Context: an optimization exercise on an open-source flow, tuned for small area, a short achievable clock period and few clock cycles per item. The choices shown serve that exercise and are no tape-out recipe.
No functional check of the RTL was part of any run shown here.

## flow/design.v (module list and top-level ports; edited modules follow where they fit)
// module logarithm: 1895 lines
// module log_fa: 4 lines
// module log_xor: 3 lines
// module log_maj: 3 lines
// module log_nand: 3 lines
// module log_nor: 3 lines
// module log_inv: 3 lines
// module log_aoi21: 3 lines
// module log_oai21: 3 lines
// module log_xnor: 3 lines
// module log_or: 3 lines
module logarithm #(
	parameter n = 16,
	parameter m = 24,
	parameter k = 5 ,
	parameter p = 24
) (
	input        clk  ,  
	input        reset,  
	input        start,
	input  [0:n] x    ,
	output [1:p] y    ,
	output       done
);
  // ...
==> flow/run.sh <==
#!/bin/bash
# synth_recipe.tcl (not shown) runs the flow's synth.tcl, then flattens the netlist and writes it again
# the make line also repeats each setting of config.mk as NAME=value (left out here)
make -C /OpenROAD-flow-scripts/flow DESIGN_CONFIG=/design/flow/config.mk WORK_HOME=/design/flow/orfs CLKGATE_MAP_FILE= SYNTH_SCRIPT=/design/flow/synth_recipe.tcl finish
==> flow/config.mk <==
export PLATFORM = sky130hd
export DESIGN_NAME = logarithm
export DESIGN_NICKNAME = logarithm
export VERILOG_FILES = /design/flow/design.v
export SDC_FILE = /design/flow/constraint.sdc
export NUM_CORES = 4
export LEC_CHECK = 0
export CAP_MARGIN = 20
export CORE_MARGIN = 2
export CORE_UTILIZATION = 40
export SETUP_SLACK_MARGIN = 3.5
export SLEW_MARGIN = 60
export SYNTH_HIERARCHICAL = 1
export SYNTH_MINIMUM_KEEP_SIZE = 0
==> flow/constraint.sdc <==
create_clock -name core_clock -period 9.0 [get_ports {clk}]
set_input_delay 1.8000 -clock core_clock [delete_from_list [all_inputs] [get_ports {clk}]]
set_output_delay 1.8000 -clock core_clock [all_outputs]
set_load 0.01 [all_outputs]
==> flow_summary.yaml, run 1 <==
detailed_routing:
  drtIter0Drc: 869
final_layout:
  largest_register_ff_count: 25
  max_flop_register: "r"
  diodes: 1
  comb.multi_input.count: 1224
  multi_input_area_share_pct: 78.6
  final_cells: 1772
  clkbuf_count: 5
  syn2layout_area_growth_pct: 8.98
  buf_share_pct: 5.10
clock_tree:
  cts_setup_buffers: 0
  cts-root-buf: "clkbuf_16"
  cts_tree: "yes"
  cts_buffers: 5
critical_path:
  reg2reg_depth: 19
  rr_endpoint: "f[17]"
min_path:
  hold_depth: 2
  min_to: "r[24]"
grt:
  grt_max_degree: 55
sta:
  hold_viol: 0
  period_share_pct: 59.9
  rsz0062_at_grt: "yes"
floorplan:
  core-area_mm2: 0.0285
  ios: 45
place:
  io_buffers: 44
  dpl_cell_area_mm2: 0.0123
  gp_congestion: 0.978
logic_synthesis:
  synth_xor_area_share_pct: 5.34
  synth.top_cell.area_share_pct: 40.3
  synthMuxAreaShare_pct: 0
  syn_avg_cell_area_um2: 8.30
  synth_warnings: 7
  synth_ff_type: "edfxtp_1"
outcome:
  status: "finished clean"
==> inputs of run 2 (changes only) <==
--- a/flow/design.v
+++ b/flow/design.v
@@ -1868,23 +1868,51 @@
 	assign pp_[42] = c496 ^ s497;
 	assign pp_[43] = c498 ^ s499;
 	assign pp_[44] = c500 ^ s501;
 	assign pp_[45] = c502 ^ s503;
 	assign pp_[46] = c504 ^ s505;
 	assign pp_[47] = c506 ^ ~f[22];
 	assign pp_[48] = ~~f[23];
 	assign pp_[49] = 1'b0;
-	assign t[49:24] = pp_[49:24] ^ cy[49:24];
+	log_xor u_sum24 (pp_[24], cy[24], t[24]);
+	log_xor u_sum25 (pp_[25], cy[25], t[25]);
+	log_xor u_sum26 (pp_[26], cy[26], t[26]);
+	log_xor u_sum27 (pp_[27], cy[27], t[27]);
+	log_xor u_sum28 (pp_[28], cy[28], t[28]);
+	log_xor u_sum29 (pp_[29], cy[29], t[29]);
+	log_xor u_sum30 (pp_[30], cy[30], t[30]);
+	log_xor u_sum31 (pp_[31], cy[31], t[31]);
+	log_xor u_sum32 (pp_[32], cy[32], t[32]);
+	log_xor u_sum33 (pp_[33], cy[33], t[33]);
+	log_xor u_sum34 (pp_[34], cy[34], t[34]);
+	log_xor u_sum35 (pp_[35], cy[35], t[35]);
+	log_xor u_sum36 (pp_[36], cy[36], t[36]);
+	log_xor u_sum37 (pp_[37], cy[37], t[37]);
+	log_xor u_sum38 (pp_[38], cy[38], t[38]);
+	log_xor u_sum39 (pp_[39], cy[39], t[39]);
+	log_xor u_sum40 (pp_[40], cy[40], t[40]);
+	log_xor u_sum41 (pp_[41], cy[41], t[41]);
+	log_xor u_sum42 (pp_[42], cy[42], t[42]);
+	log_xor u_sum43 (pp_[43], cy[43], t[43]);
+	log_xor u_sum44 (pp_[44], cy[44], t[44]);
+	log_xor u_sum45 (pp_[45], cy[45], t[45]);
+	log_xor u_sum46 (pp_[46], cy[46], t[46]);
+	log_xor u_sum47 (pp_[47], cy[47], t[47]);
+	log_xor u_sum48 (pp_[48], cy[48], t[48]);
+	log_xor u_sum49 (pp_[49], cy[49], t[49]);
 	assign t[23:0] = 24'd0;
 	wire [25:0] s  = t[49:24];
 	wire        b  = f >= 24'd6949351;
-	wire [23:0] fn = b ? {s[25], s[23:1]} : s[23:0];
+	wire        ld = r[24];
+	wire        sh = ~ld & b;    
+	wire        sk = ~ld & ~b;   
 	always @(posedge clk)
-		f <= r[24] ? {x[1:n], {(m-n){1'b0}}} : fn;
+		f <= ({24{sh}} & {s[25], s[23:1]}) | ({24{sk}} & s[23:0]) |
+		     ({24{ld}} & {x[1:n], {(m-n){1'b0}}});
 	always @(posedge clk or negedge reset) begin
 		if (~reset)
 			r[24] <= 1'b1;
 		else if (start | ~r[24])
 			r[24] <= start ? 1'b0 : r[23];
 	end
 	always @(posedge clk) begin
 		if (start | ~r[24])
==> flow/config.mk (replaced) <==
export PLATFORM = sky130hd
export DESIGN_NAME = logarithm
export DESIGN_NICKNAME = logarithm
export VERILOG_FILES = /design/flow/design.v
export SDC_FILE = /design/flow/constraint.sdc
export NUM_CORES = 4
export LEC_CHECK = 0
export CAP_MARGIN = 20
export CORE_MARGIN = 2
export CORE_UTILIZATION = 40
export SETUP_SLACK_MARGIN = 3
export SLEW_MARGIN = 60
export SYNTH_HIERARCHICAL = 1
export SYNTH_MINIMUM_KEEP_SIZE = 0
==> run 2 against run 1 <==
  * Synthesized cell count up 1.0%
  * Via count up 0.75%
  * Wire length shrank 0.95%
  * Clock skew is 2.2 ps lower
  * Register-to-register slack got worse by 210 ps
  * Fmax is 3.7% lower
  * Critical path depth is 2 lower
  * Core utilization grew 0.57 points
  * First-iteration DRC count down 14%
  * Sequential share of layout area is 0.12 points lower
  * Count of clock-buffer cells in the layout unchanged
==> flow_summary.yaml, run 2 <==
floorplan:
  ios: 45
  die_h_um: 173
  die_area_mm2: 0.0300
  core-area_mm2: 0.0280
  fp-row-count: 61
  start_util_pct: 40.9
  die_w_um: 173
sta:
  period_share_pct: 62.2
  min_period_ps: 5600
  hold_viol: 0
  drv_slew: 0
  max_slew_margin_pct: 65.9
  clock.fmax_mhz: 179
  finalSetupViolCount: 0
  final.setup_skew_ps: 8.43
  worst_slew_pin_slew_ps: 508
  fin_ws_ps: 3400
  rsz0062_at_grt: "no"
  setup_tns_ps: 0
place:
  dp_slack_ps: 3500
  gp_congestion: 0.979
  place_hpwl_um: 28600
  io_buffers: 44
critical_path:
  crit_path_max_fanout: 16
  end_kind: "register"
  r2r_start: "f[4]"
  crit_type: "register to register"
  crit_path_start_kind: "register"
  reg2reg_slack_ps: 3400
  worst_ep_arrival_time_ps: 5830
  rr_endpoint: "f[19]"
  reg2reg_depth: 17
  critPathRequiredTime_ps: 9240
  cp-endpoint: "f[19]"
  startpoint: "f[4]"
grt:
  grt_use_met3_pct: 2.41
  use_met2_pct: 42.1
  grt_pass1_vias: 10607
  grt_pass1_wl_um: 58800
  grt-ovfl-total: 0
  grt_use_met1_pct: 35.0
  antenna_found_initial: 0
  grt_max_degree: 44
  gr-max-usage-layer: "met2"
  grt_usage_pct: 25.3
logic_synthesis:
  yosysTopAreaCell: "fa_1"
  syn_avg_cell_area_um2: 8.20
  ys_ff_latch: 49
  synth_ff_type: "edfxtp_1"
  syn_inst: 1397
  synthTopCellsByCount: "nand2_1, fa_1, nor2_1"
  synth_warnings: 7
  synth.top_cell.area_share_pct: 40.4
  yosysUniqueCellTypes: 32
  async_flop_share_pct: 2.04
  synth_area_leaders: "fa_1, nand2_1, a21oi_2, edfxtp_1, o21ai_1"
  synth_edf_count: 24
  yosysMostFrequentCell: "nand2_1"
  syn_area_mm2: 0.0115
  seq_area_frac_synth_pct: 10.7
final_layout:
  final_common_cell: "nand2_1"
  drive_gt1_share_pct: 11.4
  top_regs: "r x25, f x24"
  max_flop_register: "r"
  diodes: 0
  largest_register_ff_count: 25
  final_cell_mix: "nand2_1, fa_1, nor2_1, a21oi_2, o21ai_1"
  nets: 1655
  syn2layout_area_growth_pct: 8.82
detailed_routing:
  viasPerCell: 5.55
  drt_pass1_iterations: 5
  drt_wl_total_um: 37200
  drtAntennaViolNets: 0
  wl_per_cell_um: 20.8
  drtIter0Drc: 748
  remaining_drc_errors: 0
  vias: 9899
clock_tree:
  cts_resized: 0
  cts_buffers: 5
  cts_tree: "yes"
  cts-root-buf: "clkbuf_16"
  cts_setup_buffers: 0
  cts.clk_slew.worst_paths_ps: 80
  h-tree-depth: 2
  cts.path.max_buffers: 2
  hold_buffers: 0
  insertion_delay_ps: 310
  cts_sinks: 49
outcome:
  status: "finished clean"
flow_run:
  cap_viol_max_count: 0
min_path:
  hold_depth: 2
  hp-class: "register to register"
[run 2: changes by cell type after synthesis, sizes merged, moves of 7 or more]
cell	delta
a21oi	+13
nor2b	+16
nand3	+9
xor2	+32
o311ai	-12
nand2	-18
o21ai	+10
nor2	-14
inv	+7
a31oi	+16
xnor2	-31
[run 2: how the worst min path moves through the flow]
stage | start | end
after global placement | r[23] | r[24]
after global routing | r[20] | r[21]
after floorplan | r[23] | r[24]
after CTS | r[23] | r[24]
final | r[23] | r[24]
after detailed placement | r[23] | r[24]
[run 2: routing by layer]
metal,vias to the layer above,share of wire (%)
met2,380,47
met3,62,5.9
li1,4446,-
met1,5011,44
met5,-,0
met4,0,3.1
[run 2: cell type report]
class | instances | area, µm²
sequential | 49 | 1230
clock inverter | 3 | 43.8
clock buffer | 5 | 125
tap | 378 | 473
multi-input combinational | 1231 | 9780
timing repair buffer | 71 | 643
fill | 2878 | 15500
inverter | 46 | 173
[run 2: kinds of logic (layout without fill, tap and decap cells)]
family | after synthesis | in the layout | share of synthesized area, %
other | 2 | 14 | 0.0655
XOR/XNOR | 71 | 71 | 5.43
adder cells (fa/ha/maj) | 231 | 231 | 40.4
buffers and inverters | 129 | 125 | 4.52
AO/OA/AOI/OAI | 288 | 288 | 16.7
AND/OR/NAND/NOR | 627 | 627 | 22.2
flip-flops | 49 | 49 | 10.7
[run 2: stage by stage]
step	cell area, µm²	std cells	hold WS [ps]	utilization, %
6_report	12500	1783	520	44.5
5_1_grt	12500	1783	593	44.5
4_1_cts	12500	1783	528	44.5
3_5_place_dp	12300	1775	500	43.9
3_3_place_gp	12300	1775	509	43.8
2_1_floorplan	11500	1409	535	-
[run 2: critical path: stages, from the launching register on]
cell     delay, ps
dfxtp_1        640
buf_4          330
inv_1          200
fa_1           480
fa_1           510
fa_1           540
fa_1           460
fa_1           530
nand2_1        140
nand2_1        120
nor2_1         260
nand2_1        190
nor2_1         300
nand2_1         90
o21ai_1        260
xor2_1         210
a31oi_1        100
a21oi_1        150
[run 2: per-module statistics from Yosys (local to each module, per instance)]
module | cells inside | cell area, µm² | times used | flip-flops and latches
log_aoi21 | 1 | 8.76 | 117 | 0
log_fa | 1 | 20.0 | 231 | 0
log_inv | 1 | 3.75 | 13 | 0
log_nand | 1 | 3.75 | 147 | 0
log_nor | 1 | 3.75 | 121 | 0
log_oai21 | 1 | 5.00 | 102 | 0
log_or | 1 | 6.26 | 22 | 0
log_xnor | 1 | 8.76 | 22 | 0
log_xor | 1 | 8.76 | 25 | 0
logarithm | 597 | 3700 | 1 | 49

-- separate check: timing with driven ports --
The results above use ideal ports. As a check the final layouts listed here were re-extracted and re-timed, cells and wires unchanged.
Step 1, drivers: a clkbuf_16 drives clk and a buf_2 each remaining input, both assumed.
Step 2 adds t to the input delays and takes it off the output delays; t is the mean of the earliest and latest rising clock arrival at the registers after step 1. Input paths then give back, and output paths get back, about the clock's delay inside the block.
Slacks: ideal / step 1 / step 2; pairs: ideal / step 1.
| run | shift t [ns] | slack for setup (ns) | worst hold slack (ns) | slew at the worst register clock pin (ns) | cell pins on the clock port's net |
|---|---|---|---|---|---|
| run 1 | 0.349 | 3.612 / 3.612 / 3.612 | 0.510 / 0.510 / 0.510 | 0.08 / 0.08 | 1 |
| run 2 | 0.346 | 3.404 / 3.404 / 3.404 | 0.520 / 0.520 / 0.520 | 0.08 / 0.08 | 1 |
After both steps setup and hold are still met in every run listed.
